Source: an optimization exercise on an open RTL-to-GDS flow (aim: small area, a short achievable clock period and few clock cycles). Production flows keep margins and buffers that such runs may drop. Power is estimated from default activity; no workload was simulated.

==> inputs of v38 <==
## JAM
module JAM (CLK, RST, W, J, Cost, MatchCount, MinCost, Valid);
Settings: LEC_CHECK=0, ABC_CLOCK_PERIOD_IN_PS=2000, CAP_MARGIN=20, CORE_MARGIN=2, CORE_UTILIZATION=40, SETUP_SLACK_MARGIN=2.6, SLEW_MARGIN=20; clock period 5.0 ns.
run.sh (not shown) runs the stock make flow with config.mk's settings and CLKGATE_MAP_FILE= SYNTH_SCRIPT=/design/flow/synth_recipe.tcl, a recipe that flattens the netlist after the stock synthesis.
==> v12: changes against v38 <==
==> flow/design.v (replaced) <==
module JAM (CLK, RST, W, J, Cost, MatchCount, MinCost, Valid);
input CLK;
input RST;
output reg [2:0] W;
output reg [2:0] J;
input [6:0] Cost;
output reg [3:0] MatchCount;
output reg [9:0] MinCost;
output reg Valid;
localparam ST_SCAN = 3'd0, ST_WAIT = 3'd1, ST_LAST = 3'd2, ST_LAST2 = 3'd3,
           ST_READ = 3'd4, ST_DFSA = 3'd5, ST_DFSB = 3'd6, ST_DONE = 3'd7;
reg [2:0] st;
reg [2:0] row;           
reg [6:0] u  [0:7];      
reg [6:0] nv [0:7];      
reg [8:0] minv [0:7];    
reg [2:0] way [0:7];     
reg [7:0] vw;            
reg [2:0] p [0:7];       
reg [7:0] matched;
reg [7:0] used;          
reg [7:0] rowin;         
reg [7:0] todo;          
reg [7:0] q;             
reg [2:0] j0;            
reg [8:0] delta;         
reg [6:0] D;             
reg [6:0] inc;           
reg [2:0] j1;
reg first;               
reg ph;                  
reg upd;                 
reg aug;                 
reg [2:0] ja;
reg [2:0] arow;
reg [7:0] abv;           
reg [7:0] candr;         
reg one;                 
reg s1v, s1l, s1r;
reg [6:0] s1c;
reg [6:0] s1p;
reg [2:0] s1j, s1w;
reg s2v, s2l;
reg [8:0] s2c, s2m;
reg [2:0] s2j, s2w;
reg s2r;
reg pend;                
reg [1:0] pcr;
reg s3l;
integer k;
function [3:0] lowest;
    input [7:0] m;
    integer i;
    begin
        lowest = 4'b1000;
        for (i = 7; i >= 0; i = i - 1)
            if (m[i]) lowest = i;
    end
endfunction
function single;
    input [7:0] m;
    reg a, b, ma, mb;
    begin
        a = |m[3:0];
        b = |m[7:4];
        ma = (m[0] & m[1]) | (m[2] & m[3]) | ((m[0] | m[1]) & (m[2] | m[3]));
        mb = (m[4] & m[5]) | (m[6] & m[7]) | ((m[4] | m[5]) & (m[6] | m[7]));
        single = ~(ma | mb | (a & b));
    end
endfunction
wire [3:0] nx = lowest(todo);
wire [9:0] cur = {3'b0, s1c} + {3'b0, s1p} + {{2{q[7]}}, q};
wire lt = s2c < s2m;
wire c1 = s2c < delta;
wire c2 = s2m < delta;
wire take = lt ? c1 : c2;
wire [8:0] mnew = lt ? s2c : s2m;
wire [7:0] used_j = used | (8'd1 << j1);
wire [3:0] fj = lowest(~used_j);
wire [2:0] pj = p[j1];
reg [7:0] avail [0:7];
reg [7:0] blk;
reg dead, allone;
reg [7:0] cand;
always @(*) begin
    blk = 8'd0;
    dead = 1'b0;
    allone = 1'b1;
    for (k = 0; k < 8; k = k + 1) begin
        avail[k] = minv[k][7:0] & ~used;
        if (!single(avail[k])) allone = 1'b0;
        if (k > W) begin
            if (avail[k] == 8'd0) dead = 1'b1;
            if (single(avail[k])) blk = blk | avail[k];
        end
    end
    cand = dead ? 8'd0 : (avail[W] & ~blk & abv);
end
wire [3:0] cfirst = lowest(candr);
wire [2:0] sprev = way[W - 3'd1];
wire [1:0] pc = single(candr) ? {1'b0, |candr} : 2'd2;
reg [7:0] above;
always @(*)
    for (k = 0; k < 8; k = k + 1)
        above[k] = (k > sprev);
always @(posedge CLK) begin
    if (RST) begin
        st <= ST_SCAN;
        row <= 3'd0;
        W <= 3'd0;
        J <= 3'd0;
        todo <= 8'hfe;
        q <= 8'd0;
        first <= 1'b1;
        ph <= 1'b1;
        upd <= 1'b0;
        aug <= 1'b0;
        delta <= 9'h1ff;
        D <= 7'd0;
        used <= 8'd0;
        rowin <= 8'd0;
        matched <= 8'd0;
        s1v <= 1'b0;
        s1r <= 1'b0;
        s2v <= 1'b0;
        s3l <= 1'b0;
        MinCost <= 10'd0;
        MatchCount <= 4'd0;
        Valid <= 1'b0;
        for (k = 0; k < 8; k = k + 1) begin
            u[k] <= 7'd0;
            nv[k] <= 7'd0;
        end
    end else begin
        upd <= 1'b0;
        if (upd) begin
            for (k = 0; k < 8; k = k + 1) begin
                if (used[k] && k != j1)
                    nv[k] <= nv[k] + inc;
                if (rowin[k] && (k != W || st == ST_LAST))
                    u[k] <= u[k] + inc;
            end
            MinCost <= MinCost + {3'd0, inc};
            q <= {1'b0, D} - {1'b0, u[W]};
            delta <= 9'h1ff;
        end
        if (aug) begin
            matched[ja] <= 1'b1;
            if (vw[ja]) aug <= 1'b0;
        end
        s1v <= (st == ST_SCAN);
        s1r <= (st == ST_READ);
        s2v <= s1v;
        s3l <= s2v && s2l;
        if (s2v && take)
            delta <= mnew;
        if (s1r && s1j == 3'd7)
            q <= 8'd0 - {1'b0, u[s1w + 3'd1]};
        case (st)
        ST_SCAN: begin
            if (ph) begin
                ph <= 1'b0;
                used <= 8'd0;
                rowin <= 8'd1 << row;
            end
            if (todo == 8'd0)
                st <= ST_WAIT;
            else begin
                J <= nx[2:0];
                todo <= todo & ~(8'd1 << nx[2:0]);
            end
        end
        ST_WAIT: begin
            if (s3l) begin
                first <= 1'b0;
                inc <= delta[6:0] - D;
                D <= delta[6:0];
                upd <= 1'b1;
                if (matched[j1]) begin
                    used <= used_j;
                    rowin[pj] <= 1'b1;
                    W <= pj;
                    J <= fj[2:0];
                    todo <= ~used_j & ~(8'd1 << fj[2:0]);
                    st <= ST_SCAN;
                end else begin
                    first <= 1'b1;
                    D <= 7'd0;
                    if (row == 3'd7) begin
                        st <= ST_LAST;
                    end else begin
                        aug <= 1'b1;
                        ph <= 1'b1;
                        row <= row + 3'd1;
                        W <= row + 3'd1;
                        J <= j1;
                        todo <= ~(8'd1 << j1);
                        st <= ST_SCAN;
                    end
                end
            end
        end
        ST_LAST: begin
            used <= 8'd0;
            W <= 3'd0;
            J <= 3'd0;
            st <= ST_LAST2;
        end
        ST_LAST2: begin
            q <= 8'd0 - {1'b0, u[0]};
            st <= ST_READ;
        end
        ST_READ: begin
            {W, J} <= {W, J} + 6'd1;
            if ({W, J} == 6'd63) begin
                W <= 3'd0;
                st <= ST_DFSA;
            end
        end
        ST_DFSA: begin
            if (pend)
                MatchCount <= MatchCount + {2'b0, pcr};
            if (!s2r)
                st <= ST_DFSB;
        end
        ST_DFSB: begin
            st <= ST_DFSA;
            if (one) begin
                MatchCount <= 4'd1;
                st <= ST_DONE;
            end else if (W == 3'd6) begin
                W <= 3'd5;
                used <= used & ~(8'd1 << sprev);
            end else if (candr != 8'd0) begin
                used <= used | (8'd1 << cfirst[2:0]);
                W <= W + 3'd1;
            end else if (W == 3'd0) begin
                st <= ST_DONE;
            end else begin
                used <= used & ~(8'd1 << sprev);
                W <= W - 3'd1;
            end
        end
        default: begin
            Valid <= 1'b1;
        end
        endcase
    end
end
always @(posedge CLK) begin
    s1l <= (todo == 8'd0);
    s1c <= Cost;
    s1p <= nv[J];
    s1j <= J;
    s1w <= W;
    s2l <= s1l;
    s2c <= cur[8:0];
    s2m <= first ? 9'h1ff : minv[s1j];
    s2j <= s1j;
    s2w <= s1w;
    s2r <= s1r;
    if (s2r)
        minv[s2w][s2j] <= (s2c == 9'd0);
    if (s2v) begin
        minv[s2j] <= mnew;
        if (!first && lt) begin
            vw[s2j] <= 1'b0;
            way[s2j] <= j0;
        end
        if (take)
            j1 <= s2j;
    end
    if (aug) begin
        p[ja] <= vw[ja] ? arow : p[way[ja]];
        ja <= way[ja];
    end
    if (st == ST_WAIT && s3l) begin
        if (first)
            vw <= 8'hff;
        if (matched[j1])
            j0 <= j1;
        else begin
            ja <= j1;
            arow <= row;
        end
    end
    if (st == ST_READ) begin
        abv <= 8'hff;
        one <= 1'b1;
    end
    pend <= (st == ST_DFSB) && (W == 3'd6);
    pcr <= pc;
    if (st == ST_DFSA && !s2r) begin
        candr <= cand;
        one <= one && allone;
    end
    if (st == ST_DFSB) begin
        one <= 1'b0;
        if (W == 3'd6 || candr == 8'd0)
            abv <= above;
        else begin
            way[W] <= cfirst[2:0];
            abv <= 8'hff;
        end
    end
end
endmodule
Settings changed: ABC_CLOCK_PERIOD_IN_PS 2000 to default, SETUP_SLACK_MARGIN 2.6 to 2.4.
==> notes <==
- v38 passed the timing, DRC and antenna checks. v12 completed with no timing, DRC or antenna violations.
- Of v12 and v38, v38 has the higher total power (gap 15%, measured against v38).
- Against v38, the register-to-register slack of v12 is better by 0.11 ns.
- Between v38 and v12, the lower maximum frequency is in v38 (gap about 3.4%, measured against v12).
- Of v38 and v12, v38 has the higher non-clock buffer count (gap 164).
- Between v12 and v38, the lower flip-flop and latch count is in v38 (gap 32).
- In v12 the synthesized cell count is lower than in v38, by 4.3%.
- Between v38 and v12, the lower clock skew is in v38 (gap 0.036 ns).
- Critical path depth: v38 is lower than v12 (1).
No run of this note included a check of the RTL's function; only the layout flow was run.

-- afterwards: timing with drivers on the ports --
The results above use ideal ports. As a check the final layouts listed here were re-extracted and re-timed, cells and wires unchanged. Step 1, drivers: a clkbuf_16 drives CLK and a buf_2 each remaining input, both assumed. Step 2 moves the port delays by t, midway between the first and last clock arrival at a register: inputs arrive t later, outputs are due t later. That takes back most of the time a late clock gives input paths. Three values: ideal, step 1, step 2; two values: the first two.
| run | t (ns) | setup slack, ns | clock arrival spread, ns | worst slew at a driven data input, ns |
|---|---|---|---|---|
| v38 | 0.669 | 1.855 / 1.855 / 1.855 | 0.023 / 0.023 | 0.06 |
| v12 | 0.675 | 1.960 / 1.960 / 1.960 | 0.059 / 0.060 | 0.05 |
After both steps every run listed still meets setup and hold.
